This is an optimization exercise on Yosys and OpenROAD, whose aim is small area, a short achievable clock period and few clock cycles per item, not a production implementation. Only simulation tests tie the RTL to the original design; equivalence was not proved.

## flow/design.v

```verilog
`timescale 1ns / 1ps
module PolyMult(clk, rst, start, A3, A2, A1, A0, B3, B2, B1, B0, finish, C3, C2, C1, C0);
input clk, rst, start;
input [7:0] A3, A2, A1, A0, B3 , B2 , B1 , B0;
output reg finish ;
output reg [7:0] C3, C2, C1, C0;
wire [7:0] c0 = A0*B0 - (A1*B3 + A2*B2 + A3*B1);
wire [7:0] c1 = A0*B1 + A1*B0 - (A2*B3 + A3*B2);
wire [7:0] c2 = A0*B2 + A1*B1 + A2*B0 - A3*B3;
wire [7:0] c3 = A0*B3 + A1*B2 + A2*B1 + A3*B0;
always @(posedge clk or posedge rst)
	if (rst) finish <= 1'b0;
	else     finish <= start;
always @(posedge clk) begin
	C0 <= c0;
	C1 <= c1;
	C2 <= c2;
	C3 <= c3;
end
endmodule
```

## flow/run.sh

```bash
#!/bin/bash
# synth_recipe.tcl (not shown) runs the flow's synth.tcl, then flattens the netlist and writes it again
# the make line also repeats each setting of config.mk as NAME=value (left out here)
make -C /OpenROAD-flow-scripts/flow DESIGN_CONFIG=/design/flow/config.mk WORK_HOME=/design/flow/orfs CLKGATE_MAP_FILE= SYNTH_SCRIPT=/design/flow/synth_recipe.tcl finish
```

## flow/config.mk

```make
export PLATFORM = sky130hd
export DESIGN_NAME = PolyMult
export DESIGN_NICKNAME = PolyMult
export VERILOG_FILES = /design/flow/design.v
export SDC_FILE = /design/flow/constraint.sdc
export NUM_CORES = 4
export LEC_CHECK = 0
export CAP_MARGIN = 20
export CORE_MARGIN = 2
export CORE_UTILIZATION = 40
export SLEW_MARGIN = 20
```

## flow/constraint.sdc

```tcl
create_clock -name core_clock -period 6.0 [get_ports {clk}]
set_input_delay 1.2000 -clock core_clock [delete_from_list [all_inputs] [get_ports {clk}]]
set_output_delay 1.2000 -clock core_clock [all_outputs]
set_load 0.01 [all_outputs]
```

==> summary.txt <==
outcome failed layout checks; Blocking Checks setup timing; DRC Markers 0; Final ANT Viol Nets 0; # setup viols final 13; vias in the first global route 15100; Die X 210 um; post-synthesis sequential area ratio 3.92%; fraction of layout cells with a size suffix above 1 23.6%; # fillers 3761; area share of the leading cell type in the synthesized netlist 36.2%; initial core utilization 40.5%; DR vias/cell 5.07; first-pass GRT wire length 93600 um; Cell Area, Synth 17000 um2; GPL Wtd Cong 0.984; Slew headroom 68.2%; total track usage 29.2%; area leader, netlist fa_1; CTS H-tree depth 2; WL final 62400 um; placed inst area 20500 um2; actual slew at the worst max-slew pin 474 ps; die area 44100 um2; CTS tree built; cts bufs inserted 5; Place WS -1850 ps; max-cap viol count 0; area delta synth->final 33.1%; setup TNS -6590 ps; Reg clk slew, reported paths 80 ps; Mapped Nets 2514; GRT Residual Overflow 0; RSZ-0062 raised after global routing yes; final slew viol count 0; CP arrival 7140 ps; Critical Path End Type flip-flop; DR WL/cell 22.3 um; Die Y 210 um; initial antenna violation count 7; ys flop type dfxtp_1; Cell Rows 75; commonest cells after routing, fill and taps aside 360 x inv_1, 291 x fa_1, 285 x nand2_1; Worst EP required 6200 ps; Yosys cell types 22; fin util 53.9%; Area contributors post-synth fa_1 36%, ha_1 17%, and2_1 10%; WS Path Type in2reg; commonest non-fill, non-tap cell in the layout inv_1; Detailed Route Iter0 Violations 1315; HP Class in2async; I/O pin cnt 100; dpl hpwl 46000 um; YS warnings 1; fin crit share 116%; Final nets 2865; Post-synth EDFFs 0; drt first pass iters 5; syn_area_per_cell 8.92 um2; Post-Syn Instances 1903; DR vias 14200; Sink Count 33; clock buffer depth 2; max frequency 144 MHz; CTS root buffer clkbuf_16; largest net degree at the start of global routing 19; Finished Cell Area 22600 um2; Fin. Hold Viols 0; shortest period the worst path allows 6930 ps; Seq cells post-synth 33; hold buffer count at CTS 0; number of port buffers 99; slack of the critical path -934 ps; core area 41900 um2; startpoint types primary input; crit-path max FO 5; Async S/R FF share, synth 3.03%
==> worst max-delay path: stages <==
cell and delay [ps]:
buf_12 100, buf_12 140, nand2_4 50, fa_1 530
inv_1 60, fa_1 500, inv_2 40, fa_1 490
fa_1 430, fa_1 520, inv_2 50, fa_1 570
fa_1 450, fa_1 520, fa_2 410, a21o_1 190
a21oi_4 160, xnor2_2 140, xnor2_1 150, xnor3_1 250
xnor3_1 180
==> state kept, by name, indices dropped and copies added, names as in the netlist <==
signal	cells
C0	8
C1	8
C2	8
C3	8
finish	1
==> final timing paths <==
kind	from	to	slack [ps]	cells after the start
setup / recovery	A0[1]	C0[7]$_DFF_P_	-930	21
hold / removal	rst	finish$_DFF_PP0_	1020	2
max in group asynchronous	rst	finish$_DFF_PP0_	4890	2
min in group core_clock	start	finish$_DFF_PP0_	1330	1
==> logic make-up after synthesis <==
family | count (synthesis) | share of synthesized area (%)
and+or+nand+nor | 577 | 16.9
xor gates and xnor gates | 250 | 13.9
adders and majority gates | 544 | 53.7
AOI/OAI and AO/OA | 18 | 0.664
buffers and inverters | 481 | 11.0
DFF | 33 | 3.92
==> metal layers <==
metal  global-route usage [%]  vias up  part of all wire [%]
li1                         -     6241                     -
met1                     38.9     7054                    40
met2                     45.6      712                    44
met3                     5.48      184                   9.6
met4                     14.7        4                   6.1
met5                        0        -                 0.040
==> cell usage after synthesis (6+ instances only) <==
| library cell | n |
|---|---|
| xnor3_1 | 8 |
| and2_1 | 273 |
| buf_2 | 17 |
| buf_4 | 6 |
| inv_1 | 383 |
| xnor2_1 | 193 |
| clkbuf_1 | 72 |
| xnor2_2 | 6 |
| a21o_1 | 8 |
| fa_1 | 307 |
| xor2_1 | 42 |
| dfxtp_1 | 32 |
| nand2_1 | 299 |
| a21oi_1 | 9 |
| ha_1 | 237 |
==> area by class of cell <==
| cell class | count | area [um2] | share of cell area [%] |
|---|---|---|---|
| Antenna cell | 4 | 10.0 | 0.0443 |
| Clock buffer | 6 | 139 | 0.615 |
| Clock inverter | 2 | 37.5 | 0.166 |
| Inverter | 383 | 1440 | 6.36 |
| Multi-Input combinational cell | 1389 | 15000 | 66.4 |
| Sequential cell | 33 | 666 | 2.95 |
| Tap cell | 539 | 674 | 2.99 |
| Timing Repair Buffer | 442 | 4620 | 20.4 |
==> per-stage QoR <==
| stage | instances | hold WS (ps) |
|---|---|---|
| finish | 2798 | 1020 |
| global route | 2794 | 1020 |
| CTS | 2775 | 1010 |
| detailed placement | 2672 | 1340 |
| global placement | 2672 | 1340 |
| floorplan | 1903 | 929 |
==> what timing repair did <==
action                                  in CTS  in global routing
pin swaps                                  152                126
hold endpoints to repair                     0                  0
endpoints found under the setup margin      17                 17
gates resized for setup                    323                102
buffers inserted                            83                 29
gates cloned                                15                  0
Testbench counts, summed over its fixed seeds: cycles 804, items 800.

-- afterwards: timing with drivers on the ports --
How much do the figures lean on ideal ports? The routed layout below was timed once more, with nothing changed but the port constraints.
Step 1: set_driving_cell puts a clkbuf_16 on clk and a buf_2 on each other input, an assumption about the parent block.
Step 2 times the ports against the registers' clock, not the clock port: input delays grow and output delays shrink by t, the midpoint of the rising clock arrivals with the driver on.
Slacks: no drivers / after step 1 / after step 2; pairs: no drivers / after step 1.
shift t [ns]: 0.361
setup WS [ns]: -0.934 / -0.946 / -1.307
pins driven straight from the clock port: 1
The setup slack of this run moves by -0.012 ns with the drivers and by -0.373 ns with both steps.
